Background: an optimization exercise with open tools, aiming at small area. Do not read the settings as production practice.
Where RTL was checked, it was by simulation tests only, not by an equivalence proof against the original.
No activity file was given, so power comes from the tool's default toggle rates.

==> flow/design.v (excerpt) <==
module spi_display_controller_top (
    input   wire            mco,
    input   wire            rst_n,
    input   wire            SPI_CLK,
    input   wire            SPI_CS,
    input   wire            SPI_MOSI,
    input   wire            DC,
    input   wire    [ 5:0]  iModeSelectorPort,
    output  wire            oDispClockPort,
    output  wire            oDispHsyncPort,
    output  wire            oDispVsyncPort,
    output  wire            oDispDataEnablePort,
    output  wire            oDispDispPort,
    output  wire            oDispLedSHDNPort,
    output  wire    [17:0]  oSRAMAddrPort,
    output  wire    [23:0]  oSRAMDataPort,
    output  wire            oSRAMDataDrivePort,
    output  wire            oSRAMWriteEnablePort,
    output  wire            oSRAMOutputEnablePort
    );
export LEC_CHECK = 0
export CAP_MARGIN = 20
export CORE_MARGIN = 2
export CORE_UTILIZATION = 40
export SLEW_MARGIN = 20
create_clock -name core_clock -period 5.0 [get_ports {mco}]
standard.sh (not shown) runs the stock make flow with config.mk's settings and CLKGATE_MAP_FILE= SYNTH_SCRIPT=/design/flow/synth_recipe.tcl, a recipe that flattens the netlist after the stock synthesis.
==> flow/flow/run.sh <==
#!/bin/bash
# Standard ORFS layout with a lighter clock tree (no dummy loads) and
# minimum-size port buffers. The make output goes to a log file here.
set -euo pipefail
export CTS_ARGS="-sink_clustering_enable -repair_clock_nets -dont_use_dummy_load -buf_list sky130_fd_sc_hd__clkbuf_8"
export BUFFER_PORTS_ARGS="-buffer_cell sky130_fd_sc_hd__buf_1"
bash standard.sh > standard_flow.log 2>&1
The first run completed with no timing, DRC or antenna violations.
==> next run, changes <==
==> flow/run.sh (new file) <==
#!/bin/bash
# synth_recipe.tcl (not shown) runs the flow's synth.tcl, then flattens the netlist and writes it again
# the make line also repeats each setting of config.mk as NAME=value (left out here)
make -C /OpenROAD-flow-scripts/flow DESIGN_CONFIG=/design/flow/config.mk WORK_HOME=/design/flow/orfs CLKGATE_MAP_FILE= SYNTH_SCRIPT=/design/flow/synth_recipe.tcl finish
--- a/flow/config.mk
+++ b/flow/config.mk
@@ -10,0 +11 @@
+export CTS_BUF_LIST = sky130_fd_sc_hd__clkbuf_8
removed: flow/flow/run.sh
removed: flow/standard.sh
=> Utilization came out higher by 2.1 points; total power rises by roughly a tenth; non-clock buffer count went up by 1; clock skew fell by 0.018 ns; die area does not change; critical path depth stays the same; global-route usage is about the same; flip-flop and latch count stays the same; register-to-register slack improves by 0.05 ns; routed wire length climbs slightly.

* * *

cedar:
Another version of the RTL of spi_display_controller_top (not shown whole).
Size: ~1200 cells after synthesis, roughly 63 I/O pins, ~9700 um2 of cells after synthesis.
make LEC_CHECK=0 CAP_MARGIN=20 CORE_MARGIN=2 CORE_UTILIZATION=40 CTS_BUF_LIST='sky130_fd_sc_hd__clkbuf_4 sky130_fd_sc_hd__clkbuf_8' CTS_CLUSTER_DIAMETER=50 CTS_CLUSTER_SIZE=10 SLEW_MARGIN=20 finish   # period 5.0 ns
run.sh (not shown) runs the stock make flow with config.mk's settings and CLKGATE_MAP_FILE= SYNTH_SCRIPT=/design/flow/synth_recipe.tcl, a recipe that flattens the netlist after the stock synthesis.
Stock flow here: none of the scripts above is used.
Input changes introduced in maple (baseline for comparison: cedar):
- clearing CTS_CLUSTER_DIAMETER, which used to be 50
- swapping sky130_fd_sc_hd__clkbuf_4 sky130_fd_sc_hd__clkbuf_8 for sky130_fd_sc_hd__clkbuf_8 in CTS_BUF_LIST
- clearing CTS_CLUSTER_SIZE, which used to be 10
[summary]
maple finished every step from synthesis to the final layout, and the layout passed the timing, DRC and antenna checks.
maple and cedar ended up with nearly the same longest individual stage delay on the worst path.
Cmp maple vs cedar: met3 usage in global routing higher in maple
In terms of share of the cycle needed by the critical path after routing, cedar and maple differ only marginally.
[maple] sequential cell fraction of total power rose 0.6 points relative to cedar
Comparing maple with cedar, the wire length reported by the detailed router came out essentially unchanged.
On total net switching power, maple and cedar are neck and neck.
As far as number of port buffers goes, cedar and maple are indistinguishable; the numbers are identical.
Between maple and cedar, it is maple whose final worst setup slack is higher, by 0.0053 ns.
Function was not checked in any run of this note: the RTL went through the layout flow alone.

* * *

Another version of the RTL of spi_display_controller_top (not shown whole).
For scale: ~750 cells after synthesis.
Settings: LEC_CHECK=0, CAP_MARGIN=5, CORE_MARGIN=2, CORE_UTILIZATION=58, GPL_TIMING_DRIVEN=0, SLEW_MARGIN=5; clock period 5.0 ns.
standard.sh (not shown) runs the stock make flow with config.mk's settings and CLKGATE_MAP_FILE= SYNTH_SCRIPT=/design/flow/synth_recipe.tcl, a recipe that flattens the netlist after the stock synthesis.
==> flow/flow/run.sh <==
#!/bin/bash
# Layout flow: the standard synthesis, then its combinational logic
# re-mapped for area by ABC (the flip-flops, their names and cell types
# are kept as the standard synthesis made them), then the standard ORFS
# layout with a lighter clock tree (no dummy loads) and minimum-size port
# buffers. Each tool's output goes to its own log file in this folder.
set -euo pipefail
W=$(pwd)
R=$W/orfs/results/$FLOW_PLATFORM/spi_display_controller_top/base
LIB=$FLOW_HOME/platforms/$FLOW_PLATFORM/lib/sky130_fd_sc_hd__tt_025C_1v80.lib
YOSYS=yosys
[[ -x $FLOW_HOME/../tools/install/yosys/bin/yosys ]] && YOSYS=$FLOW_HOME/../tools/install/yosys/bin/yosys
export CTS_ARGS="-sink_clustering_enable -repair_clock_nets -dont_use_dummy_load -buf_list sky130_fd_sc_hd__clkbuf_8"
export BUFFER_PORTS_ARGS="-buffer_cell sky130_fd_sc_hd__buf_1"
export SKIP_REPAIR_TIE_FANOUT=1

bash standard.sh synth > synth_standard.log 2>&1
cp "$R/1_2_yosys.v" "$W/standard_netlist.v"
python3 flow/gen_models.py "$LIB" "$W/standard_netlist.v" "$W/comb_models.v" > gen_models.log 2>&1

DONT_USE=""
for c in sky130_fd_sc_hd__probe_p_8 sky130_fd_sc_hd__probec_p_8; do DONT_USE="$DONT_USE -dont_use $c"; done
for c in $(grep -o 'cell *( *"\?sky130_fd_sc_hd__lpflow_[a-z0-9_]*' "$LIB" | grep -o 'sky130_fd_sc_hd__lpflow_[a-z0-9_]*' | sort -u); do
  DONT_USE="$DONT_USE -dont_use $c"
done
cat > resynth.ys <<EOS
read_verilog $W/comb_models.v
read_liberty -lib -ignore_redef $LIB
read_verilog $W/standard_netlist.v
hierarchy -check -top $FLOW_TOP
flatten
delete t:\$scopeinfo
techmap
opt -fast
abc -liberty $LIB $DONT_USE -script $W/flow/area.abc
setundef -zero
splitnets
opt_clean -purge
hilomap -singleton -hicell sky130_fd_sc_hd__conb_1 HI -locell sky130_fd_sc_hd__conb_1 LO
opt_clean -purge
stat -liberty $LIB
write_verilog -noattr -noexpr -nohex -nodec $R/1_2_yosys.v
EOS
$YOSYS -s resynth.ys > resynth.log 2>&1

bash standard.sh synth > synth_odb.log 2>&1
bash standard.sh > layout.log 2>&1
==> flow/flow/gen_models.py <==
#!/usr/bin/env python3
"""Write Verilog models of the combinational cells a netlist uses, from
their liberty functions, so that Yosys can re-map that logic.
usage: gen_models.py LIB NETLIST OUT"""
import re
import sys

lib, netlist, out = sys.argv[1:4]
txt = open(lib).read()
used = set(re.findall(r'^\s*(sky130_fd_sc_hd__\w+)\s+\S+\s*\(', open(netlist).read(), re.M))
parts = re.split(r'\n\s*cell\s*\(\s*"?([A-Za-z0-9_]+)"?\s*\)\s*\{', txt)
mods = []
for i in range(1, len(parts), 2):
    name, body = parts[i], parts[i + 1]
    if name not in used:
        continue
    if re.search(r'\b(ff|latch|statetable)\s*\(', body) or 'three_state' in body:
        continue
    ins, outs = [], []
    for pn, pb in re.findall(r'pin\s*\(\s*"?(\w+)"?\s*\)\s*\{(.*?)\n\s{8}\}', body, re.S):
        d = re.search(r'direction\s*:\s*"?(\w+)"?', pb)
        if not d:
            continue
        if d.group(1) == 'input':
            ins.append(pn)
        elif d.group(1) == 'output':
            f = re.search(r'function\s*:\s*"([^"]*)"', pb)
            outs.append((pn, f.group(1) if f else None))
    if not outs or any(f is None for _, f in outs):
        print('no model for', name)
        continue

    def conv(f):
        f = f.replace('!', '~')
        return re.sub(r'(\w|\))\s+(?=[\w~(])', r'\1 & ', f)

    s = 'module %s(%s);\n' % (name, ', '.join(ins + [o for o, _ in outs]))
    s += ''.join('  input %s;\n' % p for p in ins)
    s += ''.join('  output %s;\n  assign %s = %s;\n' % (o, o, conv(f)) for o, f in outs)
    mods.append(s + 'endmodule\n')
open(out, 'w').write(''.join(mods))
print('models:', len(mods), 'cells used:', len(used))
Other scripts of this flow, unchanged in this note and not shown: flow/flow/area.abc
The first run produced a clean layout.
Next try:
--- a/flow/flow/run.sh
+++ b/flow/flow/run.sh
@@ -1,5 +1,5 @@
 #!/bin/bash
 # Layout flow: the standard synthesis, then its combinational logic
-# re-mapped for area by ABC (the flip-flops, their names and cell types
+# re-mapped for area by ABC (the flip-flops and full adders, their names and cell types
 # are kept as the standard synthesis made them), then the standard ORFS
 # layout with a lighter clock tree (no dummy loads) and minimum-size port
--- a/flow/flow/gen_models.py
+++ b/flow/flow/gen_models.py
@@ -1,5 +1,6 @@
 #!/usr/bin/env python3
 """Write Verilog models of the combinational cells a netlist uses, from
-their liberty functions, so that Yosys can re-map that logic.
+their liberty functions, so that Yosys can re-map that logic. Full-adder
+cells get no model: they stay as the standard synthesis placed them.
 usage: gen_models.py LIB NETLIST OUT"""
 import re
@@ -13,5 +14,5 @@
 for i in range(1, len(parts), 2):
     name, body = parts[i], parts[i + 1]
-    if name not in used:
+    if name not in used or name.startswith('sky130_fd_sc_hd__fa_'):
         continue
     if re.search(r'\b(ff|latch|statetable)\s*\(', body) or 'three_state' in body:
Settings changed: CORE_UTILIZATION 58 to 65.
The changed run finished clean.
Via count falls slightly.
Routed wire length falls by a few percent.
Cell area falls slightly.
Flip-flop and latch count does not change.
Critical path depth falls by 3.
Hold slack improves by 0.0050 ns.
Clock power rises slightly.
Register-to-register slack degrades by 0.27 ns.
Clock skew stays flat.
Next try:
--- a/flow/flow/run.sh
+++ b/flow/flow/run.sh
@@ -1,5 +1,5 @@
 #!/bin/bash
 # Layout flow: the standard synthesis, then its combinational logic
-# re-mapped for area by ABC (the flip-flops and full adders, their names and cell types
+# re-mapped for area by ABC (the flip-flops, their names and cell types
 # are kept as the standard synthesis made them), then the standard ORFS
 # layout with a lighter clock tree (no dummy loads) and minimum-size port
--- a/flow/flow/gen_models.py
+++ b/flow/flow/gen_models.py
@@ -1,6 +1,5 @@
 #!/usr/bin/env python3
 """Write Verilog models of the combinational cells a netlist uses, from
-their liberty functions, so that Yosys can re-map that logic. Full-adder
-cells get no model: they stay as the standard synthesis placed them.
+their liberty functions, so that Yosys can re-map that logic.
 usage: gen_models.py LIB NETLIST OUT"""
 import re
@@ -14,5 +13,5 @@
 for i in range(1, len(parts), 2):
     name, body = parts[i], parts[i + 1]
-    if name not in used or name.startswith('sky130_fd_sc_hd__fa_'):
+    if name not in used:
         continue
     if re.search(r'\b(ff|latch|statetable)\s*\(', body) or 'three_state' in body:
Settings changed: CORE_UTILIZATION 65 to 72.
What happened:
- sequential share of layout area barely changes
- synthesized cell count is about the same
- setup slack gets better by 0.23 ns
- routed wire length grows by a few percent
- clock-buffer cell count is unchanged
- global-route usage grows by 3.2 points
- clock skew is about the same
Next try:
Settings changed: CORE_UTILIZATION 72 to 65.
After rerunning: The changed run completed with no timing, DRC or antenna violations; via count decreases by about 0.5%; setup slack improved by 0.14 ns; routed wire length increases by about 2%; total power increases by 0.31%; cell area is about the same; final cell count increases by 0.74%; fmax increases by 3.3%; core utilization decreases by 8.1 points.

[afterwards: timing with drivers on the ports]
No port has a modelled driver above. Below, the same layouts with a new extraction and two added sets of constraints.
Step 1, drivers: a clkbuf_16 drives mco and a buf_2 each remaining input, both assumed.
Step 2, shift: input delay + t, output delay - t, t = (earliest + latest rising clock arrival at the registers) / 2. This alone moves slack from input paths to output paths.
Slacks: no drivers / after step 1 / after step 2; pairs: no drivers / after step 1.
| run | t (ns) | setup WS [ns] | worst hold slack (ns) | worst slew at a driven data input, ns | cell pins on the clock port's net |
|---|---|---|---|---|---|
| the first run of note 1 | 0.492 | 0.209 / 0.230 / -0.262 | 0.450 / 0.450 / 0.450 | 0.03 | 1 |
| the second run of note 1 | 0.511 | 0.174 / 0.198 / -0.313 | 0.448 / 0.448 / 0.448 | 0.03 | 1 |
| cedar | 0.500 | 1.117 / 1.076 / 1.430 | 0.430 / 0.430 / 0.430 | 0.04 | 1 |
| maple | 0.495 | 1.122 / 1.081 / 1.432 | 0.430 / 0.430 / 0.430 | 0.04 | 1 |
| the first run of note 3 | 0.487 | 0.579 / 0.593 / 0.105 | 0.377 / 0.377 / 0.377 | 0.03 | 1 |
| the second run of note 3 | 0.490 | 0.311 / 0.328 / -0.162 | 0.382 / 0.382 / 0.382 | 0.03 | 1 |
| the third run of note 3 | 0.488 | 0.537 / 0.551 / 0.062 | 0.378 / 0.378 / 0.378 | 0.03 | 1 |
| the fourth run of note 3 | 0.492 | 0.680 / 0.686 / 0.199 | 0.383 / 0.383 / 0.383 | 0.03 | 1 |
Met with ideal ports but missed after step 2: setup timing in the first run of note 1, the second run of note 1 and the second run of note 3. For the second run of note 1, which loses most, drivers alone change the setup slack by +0.024 ns; drivers and shift together by -0.487 ns.
